This design comes from an exercise in tuning for small area, a short achievable clock period and few clock cycles on the open sky130 flow, not from production work. Function not checked in this run: the RTL went through the layout flow alone. Power is estimated from default activity; no workload was simulated.

===== flow/run.sh =====
#!/bin/bash
# synth_recipe.tcl (not shown) runs the flow's synth.tcl, then flattens the netlist and writes it again
# the make line also repeats each setting of config.mk as NAME=value (left out here)
make -C /OpenROAD-flow-scripts/flow DESIGN_CONFIG=/design/flow/config.mk WORK_HOME=/design/flow/orfs CLKGATE_MAP_FILE= SYNTH_SCRIPT=/design/flow/synth_recipe.tcl finish

===== flow/config.mk =====
export PLATFORM = sky130hd
export DESIGN_NAME = JAM
export DESIGN_NICKNAME = JAM
export VERILOG_FILES = /design/flow/design.v
export SDC_FILE = /design/flow/constraint.sdc
export NUM_CORES = 4
export LEC_CHECK = 0
export CAP_MARGIN = 20
export CORE_MARGIN = 2
export CORE_UTILIZATION = 40
export SLEW_MARGIN = 20

===== flow/constraint.sdc =====
create_clock -name core_clock -period 5.0 [get_ports {CLK}]
set_input_delay 1.0000 -clock core_clock [delete_from_list [all_inputs] [get_ports {CLK}]]
set_output_delay 1.0000 -clock core_clock [all_outputs]
set_load 0.01 [all_outputs]

===== flow/design.v =====
module JAM (CLK, RST, W, J, Cost, MatchCount, MinCost, Valid);
input CLK;
input RST;
input [6:0] Cost;
output reg [2:0] W;  
output reg [2:0] J;  
output reg [3:0] MatchCount;
output reg [9:0] MinCost;
output reg Valid;
reg [9:0] number ;
reg [2:0] state, Next_state ;
reg [2:0] compare_0, compare_1, compare_2, compare_3, compare_4, compare_5, compare_6, compare_7 ;
reg [2:0] nc_0, nc_1, nc_2, nc_3, nc_4, nc_5, nc_6, nc_7 ;
wire last_perm = (compare_0 == 3'd7 && compare_1 == 3'd6 && compare_2 == 3'd5 && compare_3 == 3'd4 && compare_4 == 3'd3 && compare_5 == 3'd2 && compare_6 == 3'd1 && compare_7 == 3'd0) ;
reg [3:0] counter ;
parameter first_compare= 3'd0, compare= 3'd1, min_count= 3'd2 ;
always @(posedge CLK or posedge RST)  
begin
	if (RST) 
	begin
	    counter <= 4'd0 ;
	end
	else begin
	if (counter == 4'd9)
	    counter <= 4'd0 ;
	else
	    counter <= counter + 1'd1 ;
	end
end
always @(posedge CLK or posedge RST)  
begin
	if (RST) 
	begin
	    W <= 3'd0 ;
	end
	else begin
	    if (counter > 4'd7)
	    W <= W ;
	    else
	    W <= W + 1'd1 ;
	end
end
always @(posedge CLK or posedge RST)  
begin
	if (RST) 
	begin
	    J <= 3'd0 ;
	end
	else begin
	    if (Next_state == first_compare || Next_state == compare || Next_state == min_count)
	    case (counter)
	    3'd0: J <= compare_1 ;
	    3'd1: J <= compare_2 ;
	    3'd2: J <= compare_3 ;
	    3'd3: J <= compare_4 ;
	    3'd4: J <= compare_5 ;
	    3'd5: J <= compare_6 ;
	    3'd6: J <= compare_7 ;
	    3'd7: J <= compare_0 ;
	    4'd9: J <= nc_0 ;
	    endcase
	end
end
always @(posedge CLK or posedge RST)  
begin
    if (RST) begin
        MinCost <= 10'd0;
    end 
    else begin 
        if (Valid)
        begin
            MinCost <= MinCost ;
        end
        else if (Next_state == first_compare)
        begin
            MinCost <= MinCost + Cost ;
        end
        else if (Next_state == min_count) 
        begin
            MinCost <= (MinCost < number) ? MinCost : number;
        end
        else begin
        	MinCost <= MinCost ;
        end
    end
end
always @(posedge CLK or posedge RST)  
begin
    if (RST) begin
        MatchCount <= 4'd1;
    end 
    else begin 
        if (!Valid && state == compare && Next_state == min_count)
        begin
            if ( number < MinCost)
            MatchCount <= 4'd1 ;
            else
            MatchCount <= (number == MinCost)? MatchCount + 1'd1 : MatchCount ; 
        end
    end
end
always @(posedge CLK or posedge RST)  
begin
    if (RST) begin
        number <= 10'd0;
    end
    else begin 
        if (counter > 4'd7) 
        begin
            number <= 10'd0 ;
        end
        else begin
            number <= number + Cost;
        end
    end
end
always @(posedge CLK or posedge RST)  
begin
    if (RST)
    begin
    	Valid <= 1'd0 ;
    end
    else begin
    	if (last_perm && state == compare && counter == 4'd8)
    	    Valid <= 1'd1 ;
    end
end
always @(*)  
begin
    nc_0 = compare_0 ;
    nc_1 = compare_1 ;
    nc_2 = compare_2 ;
    nc_3 = compare_3 ;
    nc_4 = compare_4 ;
    nc_5 = compare_5 ;
    nc_6 = compare_6 ;
    nc_7 = compare_7 ;
	if (counter == 4'd9)
	begin   
	if (compare_6 < compare_7)   
	begin
	   nc_7 = compare_6 ;
	   nc_6 = compare_7 ;
	end
    else if (compare_5 < compare_6)    
	begin
	if (compare_5 < compare_7 && compare_7 < compare_6) 
	begin
	   nc_5 = compare_7 ;
	   nc_6 = compare_5 ;
	   nc_7 = compare_6 ;
	end
	else if (compare_7 < compare_5)
	begin
	   nc_5 = compare_6 ;
	   nc_6 = compare_7 ;
	   nc_7 = compare_5 ;
    end
    end
    else if (compare_4 < compare_5)    
	begin
	    if (compare_4 < compare_7 && compare_7 < compare_6 && compare_7 < compare_5)
	    begin
	        nc_4 = compare_7 ;
	        nc_5 = compare_4 ;
	        nc_6 = compare_6 ;
	        nc_7 = compare_5 ;
	    end
	    else if (compare_4 < compare_6 && compare_7 < compare_4 && compare_7 < compare_6)
	    begin   
	        nc_4 = compare_6 ;
	        nc_5 = compare_7 ;
	        nc_6 = compare_4 ;
	        nc_7 = compare_5 ;
    	end
    	else if (compare_6 < compare_4 && compare_7 < compare_4)
    	begin
            nc_4 = compare_5 ;
            nc_5 = compare_7 ;
            nc_6 = compare_6 ;
            nc_7 = compare_4 ;
        end
    end
    else if (compare_4 > compare_3)       
    begin
    	if (compare_3 < compare_7 && compare_3 < compare_6 && compare_3 < compare_5 && compare_7 < compare_6 && compare_7 < compare_5 && compare_7 < compare_4)
    	begin
    	   nc_3 = compare_7 ;
    	   nc_4 = compare_3 ;
    	   nc_5 = compare_6 ;
    	   nc_6 = compare_5 ;
    	   nc_7 = compare_4 ;
    	end
        else if (compare_3 < compare_6 && compare_3 < compare_5 && compare_3 < compare_4 && compare_6 < compare_5 && compare_6 < compare_4)
        begin
    	   nc_3 = compare_6 ;
    	   nc_4 = compare_7 ;
    	   nc_5 = compare_3 ;
    	   nc_6 = compare_5 ;
    	   nc_7 = compare_4 ;
    	end
    	else if (compare_3 < compare_5 && compare_5 < compare_4)
        begin
    	   nc_3 = compare_5 ;
    	   nc_4 = compare_7 ;
    	   nc_5 = compare_6 ;
    	   nc_6 = compare_3 ;
    	   nc_7 = compare_4 ;
    	end
    	else if (compare_7 < compare_3 && compare_6 < compare_3 && compare_5 < compare_3)
        begin
    	   nc_3 = compare_4 ;
    	   nc_4 = compare_7 ;
    	   nc_5 = compare_6 ;
    	   nc_6 = compare_5 ;
    	   nc_7 = compare_3 ;
    	end
    end
    else if (compare_3 > compare_2)     
    begin
    	if (compare_2 < compare_7 && compare_2 < compare_6 && compare_2 < compare_5 && compare_2 < compare_4 && compare_7 < compare_6 && compare_7 < compare_5 && compare_7 < compare_4 && compare_7 < compare_3)
    	begin
    	   nc_2 = compare_7 ;
    	   nc_3 = compare_2 ;
    	   nc_4 = compare_6 ;
    	   nc_5 = compare_5 ;
    	   nc_6 = compare_4 ;
    	   nc_7 = compare_3 ;
    	end
    	else if (compare_2 < compare_6 && compare_2 < compare_5 && compare_2 < compare_4 &&  compare_6 < compare_5 && compare_6 < compare_4 && compare_6 < compare_3)
        begin
    	   nc_2 = compare_6 ;
    	   nc_3 = compare_7 ;
    	   nc_4 = compare_2 ;
    	   nc_5 = compare_5 ;
    	   nc_6 = compare_4 ;
    	   nc_7 = compare_3 ;
    	end
    	else if (compare_2 < compare_5 && compare_2 < compare_4 && compare_5 < compare_4 && compare_5 < compare_3)
        begin
    	   nc_2 = compare_5 ;
    	   nc_3 = compare_7 ;
    	   nc_4 = compare_6 ;
    	   nc_5 = compare_2 ;
    	   nc_6 = compare_4 ;
    	   nc_7 = compare_3 ;
    	end
    	else if (compare_2 < compare_4 && compare_2 < compare_3 && compare_4 < compare_3)
        begin
    	   nc_2 = compare_4 ;
    	   nc_3 = compare_7 ;
    	   nc_4 = compare_6 ;
    	   nc_5 = compare_5 ;
    	   nc_6 = compare_2 ;
    	   nc_7 = compare_3 ;
    	end
    	else if (compare_7 < compare_2 && compare_6 < compare_2 && compare_5 < compare_2 && compare_4 < compare_2)
        begin
    	   nc_2 = compare_3 ;
    	   nc_3 = compare_7 ;
    	   nc_4 = compare_6 ;
    	   nc_5 = compare_5 ;
    	   nc_6 = compare_4 ;
    	   nc_7 = compare_2 ;
    	end
    end
    else if (compare_2 > compare_1)        
    begin
    	if (compare_1 < compare_7 && compare_1 < compare_6 && compare_1 < compare_5 && compare_1 < compare_4 && compare_1 < compare_3 && compare_7 < compare_6 && compare_7 < compare_5 && compare_7 < compare_4 && compare_7 < compare_3 && compare_7 < compare_2)
    	begin
    	   nc_1 = compare_7 ;
    	   nc_2 = compare_1 ;
    	   nc_3 = compare_6 ;
    	   nc_4 = compare_5 ;
    	   nc_5 = compare_4 ;
    	   nc_6 = compare_3 ;
    	   nc_7 = compare_2 ;
    	end
    	else if (compare_1 < compare_6 && compare_1 < compare_5 && compare_1 < compare_4 && compare_1 < compare_3 && compare_6 < compare_5 && compare_6 < compare_4 && compare_6 < compare_3 && compare_6 < compare_2)
        begin
           nc_1 = compare_6 ;
    	   nc_2 = compare_7 ;
    	   nc_3 = compare_1 ;
    	   nc_4 = compare_5 ;
    	   nc_5 = compare_4 ;
    	   nc_6 = compare_3 ;
    	   nc_7 = compare_2 ;
    	end
    	else if (compare_1 < compare_5 && compare_1 < compare_4 && compare_1 < compare_3 && compare_5 < compare_4 && compare_5 < compare_3 && compare_5 < compare_2)
        begin
           nc_1 = compare_5 ;
    	   nc_2 = compare_7 ;
    	   nc_3 = compare_6 ;
    	   nc_4 = compare_1 ;
    	   nc_5 = compare_4 ;
    	   nc_6 = compare_3 ;
    	   nc_7 = compare_2 ;
    	end
    	else if (compare_1 < compare_4 && compare_1 < compare_3 && compare_4 < compare_3 && compare_4 < compare_2)
        begin
           nc_1 = compare_4 ;
    	   nc_2 = compare_7 ;
    	   nc_3 = compare_6 ;
    	   nc_4 = compare_5 ;
    	   nc_5 = compare_1 ;
    	   nc_6 = compare_3 ;
    	   nc_7 = compare_2 ;
    	end
    	else if (compare_1 < compare_3 && compare_3 < compare_2 )
        begin
           nc_1 = compare_3 ;
    	   nc_2 = compare_7 ;
    	   nc_3 = compare_6 ;
    	   nc_4 = compare_5 ;
    	   nc_5 = compare_4 ;
    	   nc_6 = compare_1 ;
    	   nc_7 = compare_2 ;
    	end
    	else if (compare_3 < compare_2 )
        begin
           nc_1 = compare_2 ;
    	   nc_2 = compare_7 ;
    	   nc_3 = compare_6 ;
    	   nc_4 = compare_5 ;
    	   nc_5 = compare_4 ;
    	   nc_6 = compare_3 ;
    	   nc_7 = compare_1 ;
    	end
    end
    else if (compare_1 > compare_0)        
    begin
    	if (compare_0 < compare_7 && compare_0 < compare_6 && compare_0 < compare_5 && compare_0 < compare_4 && compare_0 < compare_3 && compare_0 < compare_2 && compare_7 < compare_6 && compare_7 < compare_5 && compare_7 < compare_4 && compare_7 < compare_3 && compare_7 < compare_2 && compare_7 < compare_1)
    	begin
    	   nc_0 = compare_7 ;
    	   nc_1 = compare_0 ;
    	   nc_2 = compare_6 ;
    	   nc_3 = compare_5 ;
    	   nc_4 = compare_4 ;
    	   nc_5 = compare_3 ;
    	   nc_6 = compare_2 ;
    	   nc_7 = compare_1 ;
    	end
    	else if (compare_0 < compare_6 && compare_0 < compare_5 && compare_0 < compare_4 && compare_0 < compare_3 && compare_0 < compare_2 && compare_6 < compare_5 && compare_6 < compare_4 && compare_6 < compare_3 && compare_6 < compare_2 && compare_6 < compare_1)
        begin
           nc_0 = compare_6 ;
           nc_1 = compare_7 ;
    	   nc_2 = compare_0 ;
    	   nc_3 = compare_5 ;
    	   nc_4 = compare_4 ;
    	   nc_5 = compare_3 ;
    	   nc_6 = compare_2 ;
    	   nc_7 = compare_1 ;
    	end
    	else if (compare_0 < compare_5 && compare_0 < compare_4 && compare_0 < compare_3 && compare_0 < compare_2 && compare_5 < compare_4 && compare_5 < compare_3 && compare_5 < compare_2 && compare_5 < compare_1)
        begin
           nc_0 = compare_5 ;
           nc_1 = compare_7 ;
    	   nc_2 = compare_6 ;
    	   nc_3 = compare_0 ;
    	   nc_4 = compare_4 ;
    	   nc_5 = compare_3 ;
    	   nc_6 = compare_2 ;
    	   nc_7 = compare_1 ;
    	end
    	else if (compare_0 < compare_4 && compare_0 < compare_3 && compare_0 < compare_2 && compare_4 < compare_3 && compare_4 < compare_2 && compare_4 < compare_1)
        begin
           nc_0 = compare_4 ;
           nc_1 = compare_7 ;
    	   nc_2 = compare_6 ;
    	   nc_3 = compare_5 ;
    	   nc_4 = compare_0 ;
    	   nc_5 = compare_3 ;
    	   nc_6 = compare_2 ;
    	   nc_7 = compare_1 ;
    	end
    	else if (compare_0 < compare_3 && compare_0 < compare_2 && compare_3 < compare_2 && compare_3 < compare_1)
        begin
           nc_0 = compare_3 ;
           nc_1 = compare_7 ;
    	   nc_2 = compare_6 ;
    	   nc_3 = compare_5 ;
    	   nc_4 = compare_4 ;
    	   nc_5 = compare_0 ;
    	   nc_6 = compare_2 ;
    	   nc_7 = compare_1 ;
    	end
    	else if (compare_0 < compare_2 && compare_2 < compare_1)
        begin
           nc_0 = compare_2 ;
           nc_1 = compare_7 ;
    	   nc_2 = compare_6 ;
    	   nc_3 = compare_5 ;
    	   nc_4 = compare_4 ;
    	   nc_5 = compare_3 ;
    	   nc_6 = compare_0 ;
    	   nc_7 = compare_1 ;
    	end
    	else if (compare_0 < compare_1 && compare_7 < compare_0 && compare_6 < compare_0 && compare_5 < compare_0 && compare_4 < compare_0 &&  compare_7 < compare_3 && compare_7 < compare_2 )
        begin
           nc_0 = compare_1 ;
           nc_1 = compare_7 ;
    	   nc_2 = compare_6 ;
    	   nc_3 = compare_5 ;
    	   nc_4 = compare_4 ;
    	   nc_5 = compare_3 ;
    	   nc_6 = compare_2 ;
    	   nc_7 = compare_0 ;
    	end
    end
    end
end
always @(posedge CLK or posedge RST)
begin
	if (RST)
	begin
	    compare_0 <= 3'd0 ;
	    compare_1 <= 3'd1 ;
	    compare_2 <= 3'd2 ;
	    compare_3 <= 3'd3 ;
	    compare_4 <= 3'd4 ;
	    compare_5 <= 3'd5 ;
	    compare_6 <= 3'd6 ;
	    compare_7 <= 3'd7 ;
	end
	else begin
	    compare_0 <= nc_0 ;
	    compare_1 <= nc_1 ;
	    compare_2 <= nc_2 ;
	    compare_3 <= nc_3 ;
	    compare_4 <= nc_4 ;
	    compare_5 <= nc_5 ;
	    compare_6 <= nc_6 ;
	    compare_7 <= nc_7 ;
	end
end
always @(posedge CLK or posedge RST)
begin
	if (RST)
	begin
		state <= first_compare ;
	end
	else begin
	    state <= Next_state ;
	end
end
always @(*)      
begin
	case(state)
	first_compare:
	begin
	    if (counter == 4'd8 )
	    Next_state = min_count ;
	    else
	    Next_state = first_compare ;
	end
	compare:
	begin
	    if (counter == 4'd8 )
	    Next_state = min_count ;
	    else
	    Next_state = compare ;
	end
	min_count:
	begin
	    if (counter == 4'd9 )
	    Next_state = compare ;
	    else
	    Next_state = min_count ;
	end
	default: Next_state = first_compare ;
	endcase
end
endmodule

==> summary.txt <==
-- sequential cells by signal (all words and copies together) (netlist names) --
signal,cells
MinCost,10
compare_5,3
counter,4
compare_1,3
state,2
J,3
Valid,1
MatchCount,4
compare_3,3
compare_4,3
compare_6,3
number,10
compare_0,3
compare_2,3
W,3
compare_7,3
-- worst register-to-register path, stage by stage (launching register included) --
cell and delay, ps:
dfstp_2 830, inv_1 220, ha_1 390, a21oi_2 230, nand2_1 170, or4_1 620, or2_0 450, a31oi_4 250
nor2_1 110, nor3_1 310, and3_1 290, mux2_2 350
-- cell usage after synthesis, drive strengths merged, types with 4 or more instances --
cell type	n
or2	5
a311o	8
nand3	35
nand4	16
o211ai	10
and2	10
clkbuf	40
nor2	85
a21o	11
or3	8
a22o	5
xnor2	8
nand3b	19
a32oi	11
mux2i	54
o21bai	4
o31ai	8
a211oi	21
nor3	25
ha	107
dfrtp	48
dfstp	13
a21boi	10
a311oi	4
o21ai	75
nor2b	11
o221ai	16
inv	45
nand2b	8
o21a	4
a31oi	10
nor4	23
a21oi	83
nand2	93
a221oi	9
o22ai	16
buf	11
or4	7
mux2	11
and3	6
and4	6
-- final timing paths --
kind / endpoint / from / cells after the start
setup / recovery: compare_2[2]$_DFFE_PP0P_ / compare_5[2]$_DFFE_PP1P_ / 11
hold / removal: W[2]$_DFFE_PP0P_ / W[2]$_DFFE_PP0P_ / 1
setup reg to reg: compare_2[2]$_DFFE_PP0P_ / compare_5[2]$_DFFE_PP1P_ / 11
hold reg to reg: W[2]$_DFFE_PP0P_ / W[2]$_DFFE_PP0P_ / 1
max in group asynchronous: compare_1[0]$_DFFE_PP1P_ / RST / 3
min in group asynchronous: number[8]$_DFF_PP0_ / RST / 2
-- final cells by class --
cell class / count / area, sq um / area share
Multi-Input combinational cell: 885 / 6284 / 0.6809
Sequential cell: 61 / 1543 / 0.1672
Timing Repair Buffer: 71 / 605.6 / 0.06563
Tap cell: 270 / 337.8 / 0.03661
Clock buffer: 11 / 232.7 / 0.02522
Inverter: 46 / 172.7 / 0.01871
Clock inverter: 5 / 52.55 / 0.005695
-- power by group through the flow --
stage / combinational, mW / sequential [mW] / clock (mW)
finish: 0.364 / 0.581 / 0.627
detailed placement: 0.361 / 0.589 / 0
global route: 0.414 / 0.588 / 0.660
global placement: 0.357 / 0.589 / 0
CTS: 0.367 / 0.581 / 0.636
floorplan: 0.198 / 0.600 / 0
-- cells by family after synthesis --
| family | count (synthesis) |
|---|---|
| AND/OR/NAND/NOR | 365 |
| AO/OA/AOI/OAI | 335 |
| adder cells (fa/ha/maj) | 109 |
| buffers and inverters | 97 |
| multiplexers | 65 |
| flip-flops | 61 |
| XOR/XNOR | 11 |
-- per-layer routing --
layer  vias to the layer above  share of wire  track usage
met2                       588           0.43       0.4626
met5                         -              0            0
met1                      4211           0.40       0.3935
met4                         0          0.060       0.1615
li1                       4075              -            -
met3                       154           0.11      0.06173
-- through the flow --
| stage | power, mW | worst slack [ps] |
|---|---|---|
| after CTS | 1.583 | 716.9 |
| after global placement | 0.9459 | 776.3 |
| after floorplan | 0.7988 | 1291 |
| final | 1.573 | 674.8 |
| after global routing | 1.662 | 495.7 |
| after detailed placement | 0.9504 | 750.4 |
==> impl_summary.log <==
INFO  metric timing_max_transition_violations_final = 0
INFO  metric timing.clock.skew = 16.15 ps
INFO  metric flow.area_growth_from_synthesis = 12.05%
INFO  metric post_dp_area = roughly 9000 sq um
INFO  metric fin_worst_hold_slack = roughly 470 ps
INFO  metric critPathLaunchType = flop
INFO  metric slowest_delay = just over 800 ps
INFO  metric post_cts_setup_buffer_count = 0
INFO  metric finish.utilization = 0.4560
INFO  metric drv_cap = 0
INFO  metric grt_start_max_net_pins = 33
INFO  metric worst-r2r-setup-slack = ~670 ps
INFO  metric muxShareOfSynthArea = 0.08067
INFO  metric synth-simple-area-share = 0.2258
INFO  metric p_int = about 1.1 mW
INFO  metric placed_cells = approximately 1,300
INFO  metric avgViaCountPerCell = roughly 6.7
INFO  metric worstSkewPairLatency = approximately 350 ps
INFO  metric numCtsBuffers = 9
INFO  metric hp-class = reg2reg
INFO  metric grt_pass1_wl = 49.74 mm
INFO  metric die_area = about 22,000 sq um
INFO  metric grt_pass1_vias = between 8,000 and 9,000
INFO  metric postSynth.asyncResetShare = 1.000
INFO  metric fin_area = roughly 9200 sq um
INFO  metric critPathBufInv = 1
INFO  metric powerDensity = 170.5 nW/um^2
INFO  metric detailroute.via_count = about 9,000
INFO  metric final_cells = 1,349
INFO  metric combinational_family_with_the_most_area_after_synthesis = compound AO/OA/AOI/OAI gates
INFO  metric wire_per_inst = ~24 um
INFO  metric postSynthNetCount = approximately 1,200
INFO  metric place.port_buffers = 29
INFO  metric drt-total-wl = 32.88 mm
INFO  metric cts.htree.levels = 3
INFO  metric initialDrtViolationCount = 943
INFO  metric mostFrequentLayoutCell = ha_1
INFO  metric synth_sequential_area_ratio = 0.1873
INFO  metric gp_routability_congestion = approximately 1.0
INFO  metric start_util = 0.4070
INFO  metric synthXorXnorAreaFrac = 0.01170
INFO  metric timing.max_slew.rel_slack = 0.2876
INFO  metric finalSetupTns = 0 ps
INFO  metric clock_power_share = 0.399
INFO  metric worst-slew-pin-transition = 1061 ps
INFO  metric netlist_top_cells_area = ha_1 16%, dfrtp_1 15%, mux2i_1 6.6%, a21oi_1 4.8%, nand2_1 4.2%
INFO  metric synthDominantCellAreaShare = 0.1626
INFO  metric path_cells = inv_1, ha_1, a21oi_2, nand2_1, or4_1, or2_0, a31oi_4, nor2_1, nor3_1, and3_1, mux2_2
INFO  metric ctsRootBufferMaster = clkbuf_16
INFO  metric grt_use_total = 0.2995
INFO  metric grt_overflow = 0
INFO  metric row_count = 52
INFO  metric switching_share = 0.3038
INFO  metric switching_power = roughly 0.48 mW
INFO  metric timing.final.crit_share = 0.8650
INFO  metric number_of_buffers_inserted_by_hold_repair_at_cts = 0
INFO  metric cts_repair_resize_count = 0
INFO  metric clock_tree_sinks = 61
INFO  metric setup-violations-final = 0
INFO  metric timing.critical_path.max_delay_family = simple AND/OR/NAND/NOR gates
INFO  metric synth_top_cell_by_area = ha_1
INFO  metric timing_hold_violations_final = 0
INFO  metric drt_first_pass_iters = 5
INFO  metric power_frac_comb = 0.232
INFO  metric rsz_0062_raised_after_global_routing = no
INFO  metric postSynthRegisterBits = 61
INFO  metric post_synth_num_cell_types = between 80 and 90
INFO  metric yosys_warning_total = 1
INFO  metric seqPwrFrac = 0.370
INFO  metric antenna_violating_nets_post_route = 0
INFO  metric synthFlopType = dfrtp_1
INFO  metric critical_path_peak_fanout = 17
INFO  metric antenna_found_initial = 0
INFO  metric tritoncts = yes
INFO  metric static-leakage-power = slightly below 4 nW
INFO  metric nNetsFinal = ~1,200
INFO  metric hpwl_after_dpl = roughly 24 mm
INFO  metric post_synth_adder_cell_area = 0.1674
INFO  metric synth_compound_gate_area_share = 0.2773
INFO  metric drive_above_1_share = 0.09824
INFO  metric ir_worst_vdd = around 0.27 mV
INFO  metric fmax = approximately 0.23 GHz
INFO  metric cts.clk_slew.worst_paths = around 60 ps
INFO  metric critical_path_rt = around 5200 ps
INFO  metric clock_tree.buffer_depth = 2
INFO  metric criticalPathCategory = reg2reg
INFO  metric run_status = finished clean
INFO  metric synth_area = slightly above 8000 sq um
INFO  metric most-common-layout-cells = 107 x ha_1, 93 x nand2_1, 85 x nor2_1
INFO  metric num_io_pins = 30
INFO  metric crit_slowest_cell = dfstp_2
INFO  metric fillCellCount = between 1,500 and 2,000
INFO  metric number_of_enable_flip_flop_cells_after_synthesis = 0
INFO  metric drc = 0
INFO  metric die_width = 147.5 um
INFO  metric postSynthAreaPerCell = around 7.9 sq um
INFO  metric postSynthCellCount = roughly 1,000
INFO  metric critPathCaptureType = flop
INFO  metric placeableCoreArea = just over 20,000 sq um
INFO  metric die_h = roughly 150 um
INFO  metric critical_path_arrival = between 4000 and 5000 ps
INFO  metric min_period = 4325 ps
INFO  metric antenna_cells = 0

port drivers added, routing unchanged:
Ports are ideal in the flow. The routed layout listed here was re-timed in OpenROAD. Step 1 (the two cells are an assumption about what drives the block):
set clk [get_ports {CLK}]
set_driving_cell -lib_cell sky130_fd_sc_hd__clkbuf_16 $clk
set_driving_cell -lib_cell sky130_fd_sc_hd__buf_2 [delete_from_list [all_inputs] $clk]
Step 2 also shifts input and output timing later by t, the mid clock arrival at the registers, as if the neighbouring blocks saw the same clock. Three values: ideal, step 1, step 2; two values: the first two.
t, ns: 0.387
slack for setup (ns): 0.675 / 0.675 / 0.675
hold slack, ns: 0.474 / 0.474 / 0.474
pins driven straight from the clock port: 1
After both steps this run still meets setup and hold. For this run, drivers alone change the setup slack by 0.000 ns; drivers and shift together by 0.000 ns.
